Background: an optimization exercise with open tools, aiming at small area. Do not read the settings as production practice.
The RTL was checked by simulation tests, not by an equivalence proof against the original design.
Power figures rest on the tool's default switching activity, not on a simulated workload.

## flow/design.v (module list and top-level ports; edited modules follow where they fit)
// module VGA_Sync: 28 lines
// module font_rom: 86 lines
// module Numeros_Grupo: 35 lines
// module rom_ddmmaa: 1474 lines
// module rom_barra: 155 lines
// module rom_puntos: 35 lines
// module color_dec: 52 lines
// module Generador_Cajas_Imagenes: 25 lines
// module Top_VGA: 89 lines
module Top_VGA(
     input wire clk, reset,
     output wire h_sync, v_sync,
     output wire [11:0] rgb,
     output [9:0] pixel_x, pixel_y,
     input [7:0] digit_HORA, digit_MIN, digit_SEG,
     input wire [7:0] digit_DD, digit_M, digit_AN,
     input wire [7:0] digit_TimerHORA, digit_TimerMIN, digit_TimerSEG,
     input Prog_on,
     input [3:0] Cursor
     );
  // ...
==> flow/flow/run.sh <==
#!/bin/bash
# Own layout flow: the standard layout (standard.sh), except that
# - the synthesis maps the logic with an area-oriented ABC script
#   (flow/abc_area.script) instead of ORFS's delay-oriented one;
# - every input and output port still gets its buffer (buffer_ports), but a
#   sky130_fd_sc_hd__buf_1 instead of the default clkdlybuf4s50_1.
# Everything else - the synthesis script, registers, floorplan, placement,
# CTS, routing - is the standard flow's.
set -euo pipefail
WORK=$(pwd)
FLOWDIR=$(cd "$(dirname "${BASH_SOURCE[0]}")" && pwd)
# the synthesis script standard.sh hands to ORFS
SYN=$(grep -o 'SYNTH_SCRIPT=[^ ]*' standard.sh | head -1 | cut -d= -f2-)
[ -n "$SYN" ] || { echo "no SYNTH_SCRIPT in standard.sh"; exit 1; }
cat > "$WORK/area_synth.tcl" <<EOT
# replace only the ABC script of the mapping step
proc abc {args} {
  set i [lsearch -exact \$args -script]
  if {\$i >= 0} { set args [lreplace \$args [expr {\$i+1}] [expr {\$i+1}] $FLOWDIR/abc_area.script] }
  yosys abc {*}\$args
}
source $SYN
EOT
sed "s|SYNTH_SCRIPT=$SYN|SYNTH_SCRIPT=$WORK/area_synth.tcl|" standard.sh > "$WORK/area_standard.sh"
grep -q "SYNTH_SCRIPT=$WORK/area_synth.tcl" "$WORK/area_standard.sh" || { echo "could not set SYNTH_SCRIPT"; exit 1; }
bash "$WORK/area_standard.sh" "BUFFER_PORTS_ARGS=-buffer_cell sky130_fd_sc_hd__buf_1" finish > "$WORK/flow_make.log" 2>&1
==> flow/flow/abc_area.script <==
strash
dc2
&get -n
&deepsyn -T 240
&put
strash
&get -n
&dch -f
&nf -R 1000 -p -F 10 -A 10 -a
&put
topo
stime -c
==> flow/standard.sh <==
#!/bin/bash
# synth_recipe.tcl (not shown) runs the flow's synth.tcl, then flattens the netlist and writes it again
# the make line also repeats each setting of config.mk as NAME=value (left out here)
make -C /OpenROAD-flow-scripts/flow DESIGN_CONFIG=/design/flow/config.mk WORK_HOME=/design/flow/orfs CLKGATE_MAP_FILE= SYNTH_SCRIPT=/design/flow/synth_recipe.tcl "${@:-finish}"
==> flow/config.mk <==
export PLATFORM = sky130hd
export DESIGN_NAME = Top_VGA
export DESIGN_NICKNAME = Top_VGA
export VERILOG_FILES = /design/flow/design.v
export SDC_FILE = /design/flow/constraint.sdc
export NUM_CORES = 4
export LEC_CHECK = 0
export CAP_MARGIN = 20
export CELL_PAD_IN_SITES_DETAIL_PLACEMENT = 1
export CELL_PAD_IN_SITES_GLOBAL_PLACEMENT = 1
export CORE_MARGIN = 2
export CORE_UTILIZATION = 30
export CTS_BUF_LIST = sky130_fd_sc_hd__clkbuf_8
export GPL_TIMING_DRIVEN = 0
export PLACE_DENSITY = 0.32
export SLEW_MARGIN = 20
export SYNTH_MEMORY_MAX_BITS = 1048576
==> flow/constraint.sdc <==
create_clock -name core_clock -period 10.0 [get_ports {clk}]
set_input_delay 2.0000 -clock core_clock [delete_from_list [all_inputs] [get_ports {clk}]]
set_output_delay 2.0000 -clock core_clock [all_outputs]
set_load 0.01 [all_outputs]
==> flow_metrics.env, run 1 <==
export IMPL_status="finished clean"
export IMPL_dieArea_um2=31100
export IMPL_combPwrFrac_pct=18.0
export IMPL_grt_max_degree=40
export IMPL_synthXorXnorAreaFrac_pct=0.689
export IMPL_place_congestion=1.17
export IMPL_clockBufferCount=5
export IMPL_grtUsageMet1_pct=59.8
export IMPL_syn_inst=1431
export IMPL_p_seq_share_pct=51.9
export IMPL_min_path_cells=2
export IMPL_worst_slack_ps=1690
export IMPL_clock_root_buffer="clkbuf_8"
export IMPL_swShare_pct=33.8
export IMPL_vias=14941
export IMPL_relSlewSlack_pct=13.2
export IMPL_multi_input_area_share_pct=75.5
export IMPL_crit_start="sync.pixel_x[1]"
export IMPL_synth_top_area_share_pct=12.6
export IMPL_end_kind="flip-flop"
export IMPL_n_tap_cell=390
export IMPL_dp_cells=1946
export IMPL_stdcell_area_um2=10200
export IMPL_critPathLaunchType="flip-flop"
export IMPL_fin_cells=1958
export IMPL_syn_area_um2=8900
export IMPL_grt_pass1_vias=14204
export IMPL_io_pins=113
export IMPL_cp_endpoint="code_r[0]"
export IMPL_final_antenna_net_count=0
export IMPL_cts_max_path_buffers=2
export IMPL_pwr_share_clk_pct=30.0
==> inputs of run 2 (changes only) <==
==> flow/flow/abc_area.script (replaced) <==
strash
dc2
&get -n
&deepsyn -T 400
&put
strash
&get -n
&dch -f
&nf -R 1000 -p -F 10 -A 10 -a
&put
topo
stime -c
--- a/flow/config.mk
+++ b/flow/config.mk
@@ -7,3 +7,3 @@
 export LEC_CHECK = 0
-export CAP_MARGIN = 20
+export CAP_MARGIN = 10
 export CELL_PAD_IN_SITES_DETAIL_PLACEMENT = 1
@@ -15,3 +15,3 @@
 export PLACE_DENSITY = 0.32
-export SLEW_MARGIN = 20
+export SLEW_MARGIN = 10
 export SYNTH_MEMORY_MAX_BITS = 1048576
==> flow_metrics.env, run 2 <==
export IMPL_top_regs="sync.pixel_x: 10 flops, sync.pixel_y: 10 flops, code_r: 5 flops"
export IMPL_dieHeight_um=176
export IMPL_synth_largest_area_cell="dfxtp_1"
export IMPL_cpPeakStageDelay_ps=1010
export IMPL_die_w_um=176
export IMPL_gr_total_overflow=0
export IMPL_finalHoldViolCount=0
export IMPL_core_um2=28900
export IMPL_failed_checks="capacitance limit, slew limit"
export IMPL_period_needed_ps=8380
export IMPL_synth_commonest_cells="nand2_1 (233), a21oi_1 (165), nor2_1 (161)"
export IMPL_fin_cells=1949
export IMPL_vias=14743
export IMPL_yosys_top_cells_area="dfxtp_1 (13%), nand2_1 (9.9%), a21oi_1 (9.3%)"
export IMPL_combPwrFrac_pct=17.9
export IMPL_rsz0062_at_grt="false"
export IMPL_grt_max_degree=40
export IMPL_relSlewSlack_pct=-2.29
export IMPL_cts_max_path_buffers=2
export IMPL_place_congestion=1.20
export IMPL_viasPerCell=7.56
export IMPL_synth_most_common_cell="nand2_1"
export IMPL_wl_per_cell_um=38.2
export IMPL_nFillCells=3897
export IMPL_crit_family="compound AO/OA/AOI/OAI gates"
export IMPL_max_freq_mhz=119
export IMPL_cp_slowest_cell="dfxtp_1"
export IMPL_mostFrequentLayoutCells="nand2_1 (233), a21oi_1 (165), nor2_1 (156)"
export IMPL_switchingPower_mw=0.156
export IMPL_antenna_found_initial=11
export IMPL_fin_crit_sh_pct=83.8
export IMPL_critical_path_required_ps=10200
export IMPL_synthFlopType="dfxtp_1"
export IMPL_grt_pass1_wl_mm=104
export IMPL_clock_root_buffer="clkbuf_8"
export IMPL_end_kind="flip-flop"
export IMPL_p_seq_share_pct=51.3
export IMPL_syn_inst=1423
export IMPL_dieArea_um2=30900
export IMPL_synth_top_area_share_pct=12.6
export IMPL_arrival_ps=8580
export IMPL_internal_power_mw=0.301
export IMPL_port_buffer_count=112
export IMPL_cts_sinks=56
export IMPL_cts_tree="yes"
export IMPL_cts_buffers=5
export IMPL_pwr_share_clk_pct=30.8
export IMPL_grt_pass1_vias=14139
export IMPL_synthArstFlopShare_pct=0
export IMPL_layout_commonest_cell="nand2_1"
export IMPL_drtPass1Iterations=10
export IMPL_finalClockSkew_ps=15.6
export IMPL_final_setup_viol_count=0
export IMPL_yosysSeqAreaShare_pct=12.6
export IMPL_syn_num_nets=1543
export IMPL_ctsResizeCount=0
export IMPL_row_count=62
export IMPL_synth_area_per_cell_um2=6.23
export IMPL_io_pins=113
export IMPL_worstSkewPairLatency_ps=350
export IMPL_critPathLaunchType="flip-flop"
export IMPL_area_delta_synth_final_pct=14.5
export IMPL_setup_tns_ps=0
export IMPL_fin_hold_ws_ps=462
export IMPL_htree_levels=2
export IMPL_power_density_nw_per_um2=45.0
export IMPL_worst_slew_pin_slew_ps=1530
export IMPL_clkTransAtPathRegs_ps=110
export IMPL_postCtsHoldBufs=0
export IMPL_start_util_pct=30.6
export IMPL_slew_viol_final=8
export IMPL_hold_path_class="flip-flop to flip-flop"
export IMPL_final_antenna_net_count=0
export IMPL_vdd_drop_max_v=0.0000597
export IMPL_critPathKind="flip-flop to flip-flop"
export IMPL_dp_cells=1936
export IMPL_critPathMaxFanout=16
export IMPL_path_buf_inv=1
export IMPL_remaining_drc_errors=0
export IMPL_nNetsFinal=1679
export IMPL_synth_edf_count=0
export IMPL_drt_iter0_markers=2614
export IMPL_ys_warn_count=5
export IMPL_status="failed layout checks"
export IMPL_swShare_pct=34.1
export IMPL_grt_use_total_pct=46.9
export IMPL_ys_types=64
export IMPL_syn_area_um2=8870
export IMPL_drv_cap=1
export IMPL_leakage_nw=3.22
export IMPL_ys_ff_latch=56
export IMPL_cts_setup_buffers=0
export IMPL_cp_cell_sequence="clkinv_1 -> ha_1 -> nand2_1 -> nor2_1 -> nand2_1 -> nand3_1 -> a2111oi_2 -> o221ai_1 -> a2111oi_0 -> o21ai_0 -> nor3_1 -> nand2_1 -> a2111oi_0 -> a21oi_1 -> a2111oi_0 -> nor3_1"
export IMPL_drt_wl_total_mm=74.4
export IMPL_dp_hpwl_mm=53.9
export IMPL_drive_gt1_share_pct=2.69
[run 2: path summary, 6_finish.rpt]
path	from	end	slack (ps)	cells after the start
max	sync.pixel_x[0]	code_r[3]	1620	16
min	gf.lit	gf.lit	460	2
max reg2reg	sync.pixel_x[0]	code_r[3]	1620	16
min reg2reg	gf.lit	gf.lit	460	2
[run 2: through the flow]
step,worst slack [ps],util [%],instance area (um2),total power [mW]
3_5_place_dp,2300,34.7,10000,0.315
4_1_cts,2240,35.0,10100,0.454
2_1_floorplan,4850,-,8870,0.273
6_report,1620,35.1,10100,0.457
3_3_place_gp,1230,33.8,9770,0.315
5_1_grt,1760,35.0,10100,0.472
[run 2: worst reg2reg max path, cell delays in order, from the launching register on]
cell       delay [ps]
dfxtp_1          1010
clkinv_1          970
ha_1              830
nand2_1           280
nor2_1            320
nand2_1           660
nand3_1           260
a2111oi_2         830
o221ai_1          200
a2111oi_0         500
o21ai_0           280
nor3_1            200
nand2_1           140
a2111oi_0         840
a21oi_1           390
a2111oi_0         470
nor3_1             80
[run 2: final cells by class]
cell class                      count  area (um2)  area share (%)
Multi-Input combinational cell   1330        7650            75.4
Sequential cell                    56        1130            11.1
Timing Repair Buffer              129         644            6.35
Tap cell                          384         480            4.73
Inverter                           37         139            1.37
Clock buffer                        5        68.8           0.678
Clock inverter                      3        27.5           0.271
Antenna cell                        5        12.5           0.123
[run 2: layer usage]
metal | vias to the layer above | GRT usage, % | wire (um)
met1 | 7023 | 57.2 | 27500
met4 | 8 | 29.3 | 6400
li1 | 5860 | - | -
met3 | 450 | 24.2 | 12000
met5 | - | 1.92 | 119
met2 | 1402 | 64.3 | 28300
[run 2: cells by family (layout without fill, tap and decap cells)]
kind of cell	Yosys count	in the layout	share of synthesized area, %
simple gates	709	709	37.5
compound gates	565	565	41.0
flops	56	56	12.6
fa+ha+maj	41	41	5.79
buf+inv	37	174	1.57
xor+xnor	11	11	1.09
mux	4	4	0.466
other cells	0	5	0
[run 2: power groups by stage]
stage          Clock (mW)  Combinational (mW)  Sequential, mW
2_1_floorplan           0              0.0382           0.235
3_5_place_dp            0              0.0764           0.239
4_1_cts             0.144              0.0769           0.234
3_3_place_gp            0              0.0764           0.239
5_1_grt             0.153              0.0855           0.234
6_report            0.141              0.0819           0.234
==> inputs of run 3 (changes only) <==
==> flow/flow/run.sh (replaced) <==
#!/bin/bash
# Own layout flow: the standard layout (standard.sh), except that the
# synthesis maps the logic with an area-oriented ABC script (flow/abc_area.script)
# instead of ORFS's delay-oriented one. Everything else - the synthesis script,
# registers, floorplan, placement, CTS, routing - is the standard flow's.
set -euo pipefail
WORK=$(pwd)
FLOWDIR=$(cd "$(dirname "${BASH_SOURCE[0]}")" && pwd)
# the synthesis script standard.sh hands to ORFS
SYN=$(grep -o 'SYNTH_SCRIPT=[^ ]*' standard.sh | head -1 | cut -d= -f2-)
[ -n "$SYN" ] || { echo "no SYNTH_SCRIPT in standard.sh"; exit 1; }
cat > "$WORK/area_synth.tcl" <<EOT
# replace only the ABC script of the mapping step
proc abc {args} {
  set i [lsearch -exact \$args -script]
  if {\$i >= 0} { set args [lreplace \$args [expr {\$i+1}] [expr {\$i+1}] $FLOWDIR/abc_area.script] }
  yosys abc {*}\$args
}
source $SYN
EOT
sed "s|SYNTH_SCRIPT=$SYN|SYNTH_SCRIPT=$WORK/area_synth.tcl|" standard.sh > "$WORK/area_standard.sh"
grep -q "SYNTH_SCRIPT=$WORK/area_synth.tcl" "$WORK/area_standard.sh" || { echo "could not set SYNTH_SCRIPT"; exit 1; }
bash "$WORK/area_standard.sh" finish > "$WORK/flow_make.log" 2>&1
==> flow/flow/abc_area.script (replaced) <==
strash
dc2
&get -n
&deepsyn -T 240
&put
strash
&get -n
&dch -f
&nf -R 1000 -p -F 10 -A 10 -a
&put
topo
stime -c
--- a/flow/config.mk
+++ b/flow/config.mk
@@ -7,3 +7,3 @@
 export LEC_CHECK = 0
-export CAP_MARGIN = 10
+export CAP_MARGIN = 20
 export CELL_PAD_IN_SITES_DETAIL_PLACEMENT = 1
@@ -12,6 +12,5 @@
 export CORE_UTILIZATION = 30
-export CTS_BUF_LIST = sky130_fd_sc_hd__clkbuf_8
 export GPL_TIMING_DRIVEN = 0
 export PLACE_DENSITY = 0.32
-export SLEW_MARGIN = 10
+export SLEW_MARGIN = 20
 export SYNTH_MEMORY_MAX_BITS = 1048576
==> flow_metrics.env, run 3 <==
export IMPL_status="finished clean"
export IMPL_worstSkewPairLatency_ps=300
export IMPL_synth_commonest_cells="nand2_1 (226), nor2_1 (187), a21oi_1 (142)"
export IMPL_htree_levels=2
export IMPL_grt_max_degree=40
export IMPL_drt_wl_total_mm=77.9
export IMPL_synth_area_per_cell_um2=6.22
export IMPL_syn_area_um2=8900
export IMPL_gr_total_overflow=0
export IMPL_setup_tns_ps=0
export IMPL_mostFrequentLayoutCells="nand2_1 (226), nor2_1 (174), a21oi_1 (141)"
export IMPL_yosys_top_cells_area="dfxtp_1 (13%), nand2_1 (9.5%), a21oi_1 (8.0%)"
export IMPL_layout_commonest_cell="nand2_1"
export IMPL_clock_root_buffer="clkbuf_16"
export IMPL_crit_family="simple AND/OR/NAND/NOR gates"
export IMPL_drtPass1Iterations=9
export IMPL_finalHoldViolCount=0
export IMPL_period_needed_ps=7890
export IMPL_row_count=63
export IMPL_final_antenna_net_count=0
export IMPL_stdcell_area_um2=10900
export IMPL_ctsResizeCount=0
export IMPL_wl_per_cell_um=39.9
export IMPL_placed_area_um2=10800
export IMPL_cts_sinks=56
export IMPL_dieArea_um2=31100
export IMPL_grt_use_total_pct=48.5
export IMPL_yosysSeqAreaShare_pct=12.6
export IMPL_ys_types=59
export IMPL_relSlewSlack_pct=12.8
export IMPL_cts_max_path_buffers=2
export IMPL_top_regs="sync.pixel_x: 10 flops, sync.pixel_y: 10 flops, code_r: 5 flops"
export IMPL_cts_setup_buffers=0
export IMPL_synth_edf_count=0
export IMPL_grt_pass1_vias=14696
export IMPL_io_pins=113
export IMPL_critPathKind="flip-flop to flip-flop"
export IMPL_vias=15309
export IMPL_synth_most_common_cell="nand2_1"
export IMPL_syn_num_nets=1551
export IMPL_cp_cell_sequence="ha_1 -> clkinv_1 -> nor2_1 -> a22oi_1 -> or2_0 -> nor2_2 -> nand2_1 -> nor2_1 -> nor3_1 -> a31oi_1 -> nor2b_1 -> nor2_1 -> o31ai_1 -> nor3_1 -> a21oi_1 -> o21ai_0 -> a221o_1 -> o21ai_0 -> a31oi_1 -> nor4b_1 -> a31o_1"
export IMPL_drv_cap=0
export IMPL_nFillCells=3826
export IMPL_arrival_ps=8150
export IMPL_ys_warn_count=5
export IMPL_grt_pass1_wl_mm=108
export IMPL_clkTransAtPathRegs_ps=80
export IMPL_synth_largest_area_cell="dfxtp_1"
export IMPL_fin_crit_sh_pct=78.9
export IMPL_end_kind="flip-flop"
export IMPL_postCtsHoldBufs=0
export IMPL_rsz0062_at_grt="false"
export IMPL_cpMostUsedCell="nor2_1"
export IMPL_path_buf_inv=1
export IMPL_dp_hpwl_mm=57.3
export IMPL_port_buffer_count=112
export IMPL_die_w_um=176
export IMPL_critPathLaunchType="flip-flop"
export IMPL_start_util_pct=30.3
export IMPL_syn_inst=1431
export IMPL_max_freq_mhz=127
export IMPL_synth_top_area_share_pct=12.6
export IMPL_viasPerCell=7.83
export IMPL_place_congestion=1.16
export IMPL_remaining_drc_errors=0
export IMPL_cts_buffers=5
export IMPL_vdd_drop_max_v=0.0000730
export IMPL_drive_gt1_share_pct=3.20
export IMPL_finalClockSkew_ps=6.27
export IMPL_worst_slew_pin_slew_ps=1300
export IMPL_final_setup_viol_count=0
export IMPL_area_delta_synth_final_pct=23.0
export IMPL_critPathMaxFanout=20
export IMPL_critical_path_required_ps=10250
export IMPL_nNetsFinal=1682
export IMPL_antenna_found_initial=6
export IMPL_dieHeight_um=176
export IMPL_cpPeakStageDelay_ps=930
export IMPL_leakage_nw=3.57
export IMPL_hold_path_class="flip-flop to flip-flop"
export IMPL_synthArstFlopShare_pct=0
export IMPL_cts_tree="yes"
export IMPL_slew_viol_final=0
export IMPL_power_density_nw_per_um2=47.7
export IMPL_synthFlopType="dfxtp_1"
export IMPL_drt_iter0_markers=3057
export IMPL_core_um2=29400
export IMPL_ys_ff_latch=56
export IMPL_cp_slowest_cell="a31oi_1"
run 3: final cells by class:
class                   instances  area, um2  share of cell area (%)
multi-input cells            1335       7720                    70.5
inverters                      40        150                    1.37
clock buffers                   5        125                    1.14
flip-flops and latches         56       1130                    10.3
repair buffers                124       1300                    11.9
clock inverters                 3       26.3                   0.240
diodes                          1       2.50                  0.0229
well taps                     390        488                    4.46
run 3: kinds of logic (layout without fill, tap and decap cells):
| kind of cell | count (synthesis) | after routing | share of synthesized area (%) |
|---|---|---|---|
| AND/OR/NAND/NOR | 728 | 728 | 38.2 |
| AO/OA/AOI/OAI | 550 | 550 | 40.1 |
| flip-flops | 56 | 56 | 12.6 |
| adder cells (fa/ha/maj) | 42 | 42 | 5.88 |
| buffers and inverters | 40 | 172 | 1.69 |
| multiplexers | 8 | 8 | 0.900 |
| XOR/XNOR | 7 | 7 | 0.689 |
| other | 0 | 1 | 0 |
run 3: power by group:
group          internal, mW  switching, mW
logic                0.0443         0.0574
registers             0.225         0.0119
clock network        0.0948         0.0888
run 3: metal layers:
metal / vias up / wire [um] / GRT usage, %
met3: 506 / 12400 / 21.0
met1: 7342 / 28200 / 59.7
met2: 1585 / 30700 / 69.6
met5: - / 40 / 0
met4: 6 / 6630 / 28.8
li1: 5870 / - / -
run 3: worst paths after layout:
path / startpoint / to / slack, ps / cells past startpoint
max reg2reg: sync.pixel_y[1] / gf.bit1 / 2110 / 21
min: gf.lit / gf.lit / 440 / 2
max: sync.pixel_y[1] / gf.bit1 / 2110 / 21
min reg2reg: gf.lit / gf.lit / 440 / 2
run 3: tightest hold or removal path, stage by stage, from the launching register on:
cell and delay (ps):
dfxtp_1 320, nand2_1 50, nand2_1 40
run 3: stage by stage:
| step | instances | total power, mW | worst slack, ps | utilization [%] | hold slack, ps |
|---|---|---|---|---|---|
| 2_1_floorplan | 1431 | 0.272 | 4970 | - | 414 |
| 3_3_place_gp | 1933 | 0.334 | 1330 | 35.7 | 431 |
| 3_5_place_dp | 1945 | 0.336 | 2390 | 36.7 | 434 |
| 4_1_cts | 1953 | 0.516 | 2150 | 37.2 | 445 |
| 5_1_grt | 1953 | 0.534 | 2140 | 37.2 | 467 |
| 6_report | 1954 | 0.522 | 2110 | 37.2 | 443 |
==> inputs of run 4 (changes only) <==
==> flow/run.sh (new file) <==
#!/bin/bash
# synth_recipe.tcl (not shown) runs the flow's synth.tcl, then flattens the netlist and writes it again
# the make line also repeats each setting of config.mk as NAME=value (left out here)
make -C /OpenROAD-flow-scripts/flow DESIGN_CONFIG=/design/flow/config.mk WORK_HOME=/design/flow/orfs CLKGATE_MAP_FILE= SYNTH_SCRIPT=/design/flow/synth_recipe.tcl finish
removed: flow/flow/run.sh
removed: flow/flow/abc_area.script
removed: flow/standard.sh
==> flow_metrics.env, run 4 <==
export IMPL_finalClockSkew_ps=22.5
export IMPL_fin_cells=2482
export IMPL_p_seq_share_pct=39.5
export IMPL_critPathLaunchType="flip-flop"
export IMPL_viasPerCell=7.65
export IMPL_synth_edf_count=0
export IMPL_row_count=72
export IMPL_port_buffer_count=111
export IMPL_p_total_mw=0.585
export IMPL_postCtsHoldBufs=0
export IMPL_stdcell_area_um2=14100
export IMPL_synth_commonest_cells="nor2_1 (199), nand2_1 (164), o21ai_0 (150)"
export IMPL_drt_wl_total_mm=108
export IMPL_worst_slack_ps=2530
export IMPL_vias=18996
export IMPL_place_congestion=1.13
export IMPL_global_route_usage_met3_pct=21.3
export IMPL_setup_tns_ps=0
export IMPL_cts_sinks=56
export IMPL_ys_types=112
export IMPL_grt_busiest_layer="met2"
export IMPL_drv_cap=0
export IMPL_rsz0062_at_grt="false"
export IMPL_grt_pass1_vias=18609
export IMPL_io_pins=113
export IMPL_synthArstFlopShare_pct=0
export IMPL_critPathMaxFanout=10
export IMPL_finalHoldViolCount=0
export IMPL_grt_util_met2_pct=73.4
export IMPL_cp_slowest_cell="clkbuf_1"
export IMPL_combPwrFrac_pct=24.5
export IMPL_grt_use_total_pct=51.4
export IMPL_grt_max_degree=20
export IMPL_critical_path_required_ps=10150
export IMPL_ctsResizeCount=0
export IMPL_arrival_ps=7620
export IMPL_reg2reg_depth=15
export IMPL_cts_buffers=5
export IMPL_ys_ff_latch=56
export IMPL_critPathKind="flip-flop to flip-flop"
export IMPL_dieHeight_um=203
export IMPL_hold_end="gh.pixelbit"
export IMPL_grtUsageMet1_pct=59.8
export IMPL_dieArea_um2=41200
export IMPL_top_regs="sync.pixel_x: 10 flops, sync.pixel_y: 10 flops, code_r: 5 flops"
export IMPL_switchingPower_mw=0.211
export IMPL_cpMostUsedCell="clkbuf_1"
export IMPL_cpPeakStageDelay_ps=880
export IMPL_start_util_pct=30.6
export IMPL_drive_gt1_share_pct=9.25
export IMPL_multi_input_area_um2=9890
export IMPL_area_delta_synth_final_pct=19.0
export IMPL_fin_crit_sh_pct=74.7
export IMPL_dp_cells=2461
export IMPL_drt_iter0_markers=2973
export IMPL_timing_rr_end="code_r[0]"
export IMPL_remaining_drc_errors=0
export IMPL_yosys_top_cells_area="dfxtp_1 (9.4%), o21ai_0 (6.3%), nor2_1 (6.3%)"
export IMPL_cts_tree="yes"
export IMPL_worstSkewPairLatency_ps=340
export IMPL_yosysSeqAreaShare_pct=9.45
export IMPL_grt_pass1_wl_mm=149
export IMPL_final_setup_viol_count=0
export IMPL_synth_most_common_cell="nor2_1"
export IMPL_pre_cts_ws_ps=2940
export IMPL_syn_inst=1819
export IMPL_regToRegSetupSlack_ps=2530
export IMPL_cp_cell_sequence="clkbuf_1 -> clkbuf_1 -> inv_1 -> ha_1 -> buf_2 -> nand2_1 -> clkbuf_1 -> o22ai_2 -> o21ai_0 -> o2111ai_1 -> or4_1 -> nor3_2 -> nand3_1 -> o41ai_1 -> a31oi_1"
export IMPL_crit_family="buffers and inverters"
export IMPL_placed_area_um2=13900
export IMPL_cts_setup_buffers=0
export IMPL_gr_total_overflow=0
export IMPL_hp_start="gh.bit1"
export IMPL_path_buf_inv=5
export IMPL_pwr_share_clk_pct=36.0
export IMPL_vdd_drop_max_v=0.0000664
export IMPL_syn_area_um2=11900
export IMPL_core_um2=38800
export IMPL_regArea_um2=1120
export IMPL_period_needed_ps=7470
export IMPL_syn_num_nets=1939
export IMPL_htree_levels=2
export IMPL_clkTransAtPathRegs_ps=110
export IMPL_end_kind="flip-flop"
export IMPL_synth_largest_area_cell="dfxtp_1"
export IMPL_synth_area_per_cell_um2=6.52
export IMPL_layout_commonest_cell="nor2_1"
export IMPL_power_density_nw_per_um2=41.4
export IMPL_synth_top_area_share_pct=9.45
export IMPL_final_antenna_net_count=0
export IMPL_hold_path_class="flip-flop to flip-flop"
export IMPL_relSlewSlack_pct=11.2
export IMPL_mostFrequentLayoutCells="nor2_1 (194), nand2_1 (164), o21ai_0 (149)"
export IMPL_reg2reg_from="sync.pixel_x[3]"
export IMPL_drtPass1Iterations=8
export IMPL_swShare_pct=36.1
export IMPL_fin_hold_ws_ps=443
export IMPL_final_util_pct=36.4
export IMPL_min_path_cells=2
export IMPL_clock_root_buffer="clkbuf_16"
export IMPL_nFillCells=4959
export IMPL_nNetsFinal=2075
export IMPL_internal_power_mw=0.374
export IMPL_worst_slew_pin_slew_ps=1330
export IMPL_dp_hpwl_mm=82.5
export IMPL_max_freq_mhz=134
export IMPL_cts_max_path_buffers=2
export IMPL_antenna_found_initial=8
export IMPL_die_w_um=203
export IMPL_ys_warn_count=5
export IMPL_leakage_nw=4.42
export IMPL_wl_per_cell_um=43.6
export IMPL_slew_viol_final=0
export IMPL_synthFlopType="dfxtp_1"
export IMPL_status="finished clean"
run 4: cell types whose count changed after synthesis, sizes merged, moves of 23 or more:
cell	previous run	this run
inv	0	44
clkbuf	0	102
a211oi	15	38
nand2	226	167
buf	0	69
o21ai	124	153
clkinv	40	4
run 4: kinds of logic after synthesis:
| kind of cell | after synthesis | share of synthesized area (%) |
|---|---|---|
| muxes | 18 | 1.75 |
| buffers and inverters | 220 | 8.72 |
| DFF | 56 | 9.45 |
| AOI/OAI and AO/OA | 700 | 40.1 |
| and+or+nand+nor | 765 | 34.2 |
| adders and majority gates | 41 | 4.32 |
| xor gates and xnor gates | 19 | 1.40 |
run 4: worst register-to-register path, cell delays in order (launching register included):
cell	delay (ps)
dfxtp_1	650
clkbuf_1	610
clkbuf_1	650
inv_1	330
ha_1	320
buf_2	260
nand2_1	210
clkbuf_1	880
o22ai_2	460
o21ai_0	310
o2111ai_1	170
or4_1	810
nor3_2	470
nand3_1	140
o41ai_1	740
a31oi_1	270
run 4: power groups by stage:
stage	registers [mW]	logic (mW)	clock network, mW
global placement	0.235	0.134	0
global route	0.231	0.145	0.213
CTS	0.230	0.136	0.206
floorplan	0.233	0.0585	0
finish	0.231	0.144	0.210
detailed placement	0.236	0.135	0
run 4: area by class of cell:
cell class | instances | share of cell area [%]
inverters | 48 | 1.28
repair buffers | 129 | 8.90
clock buffers | 5 | 0.886
well taps | 518 | 4.59
clock inverters | 3 | 0.177
plain buffers | 172 | 6.10
flip-flops and latches | 56 | 7.94
diodes | 8 | 0.142
multi-input cells | 1543 | 70.0
run 4: how the worst max path moves through the flow:
stage	from	endpoint	slack [ps]	cells past startpoint
2_1_floorplan	digit_M[2]	gf.bit1	5950	9
3_3_place_gp	sync.pixel_y[0]	code_r[0]	2620	13
3_5_place_dp	sync.pixel_x[3]	code_r[3]	2940	16
4_1_cts	sync.pixel_x[3]	code_r[3]	2810	16
5_1_grt	sync.pixel_x[3]	code_r[0]	2630	15
6_report	sync.pixel_x[3]	code_r[0]	2530	15
run 4: routing by layer:
metal	vias to the layer above	wire length, um
met3	691	15300
met5	-	123
met4	6	11900
met2	1901	42300
met1	9145	38700
li1	7253	-

-- re-timing with driven ports --
In the flow no input, the clock included, has a driving cell. The finished layouts below were timed again as built, in two steps. Step 1 assumes that a clkbuf_16 drives the clock port and a buf_2 every other input. Step 2, shift: input delay + t, output delay - t, t = (earliest + latest rising clock arrival at the registers) / 2. This alone moves slack from input paths to output paths. a / b / c = no drivers / after step 1 / after step 2; a / b = the first two.
run	t (ns)	setup slack, ns	worst slew at a driven data input, ns
run 1	0.357	1.688 / 1.688 / 1.688	0.05
run 2	0.381	1.622 / 1.622 / 1.622	0.04
run 3	0.342	2.108 / 2.108 / 2.108	0.05
run 4	0.378	2.527 / 2.527 / 2.527	0.06
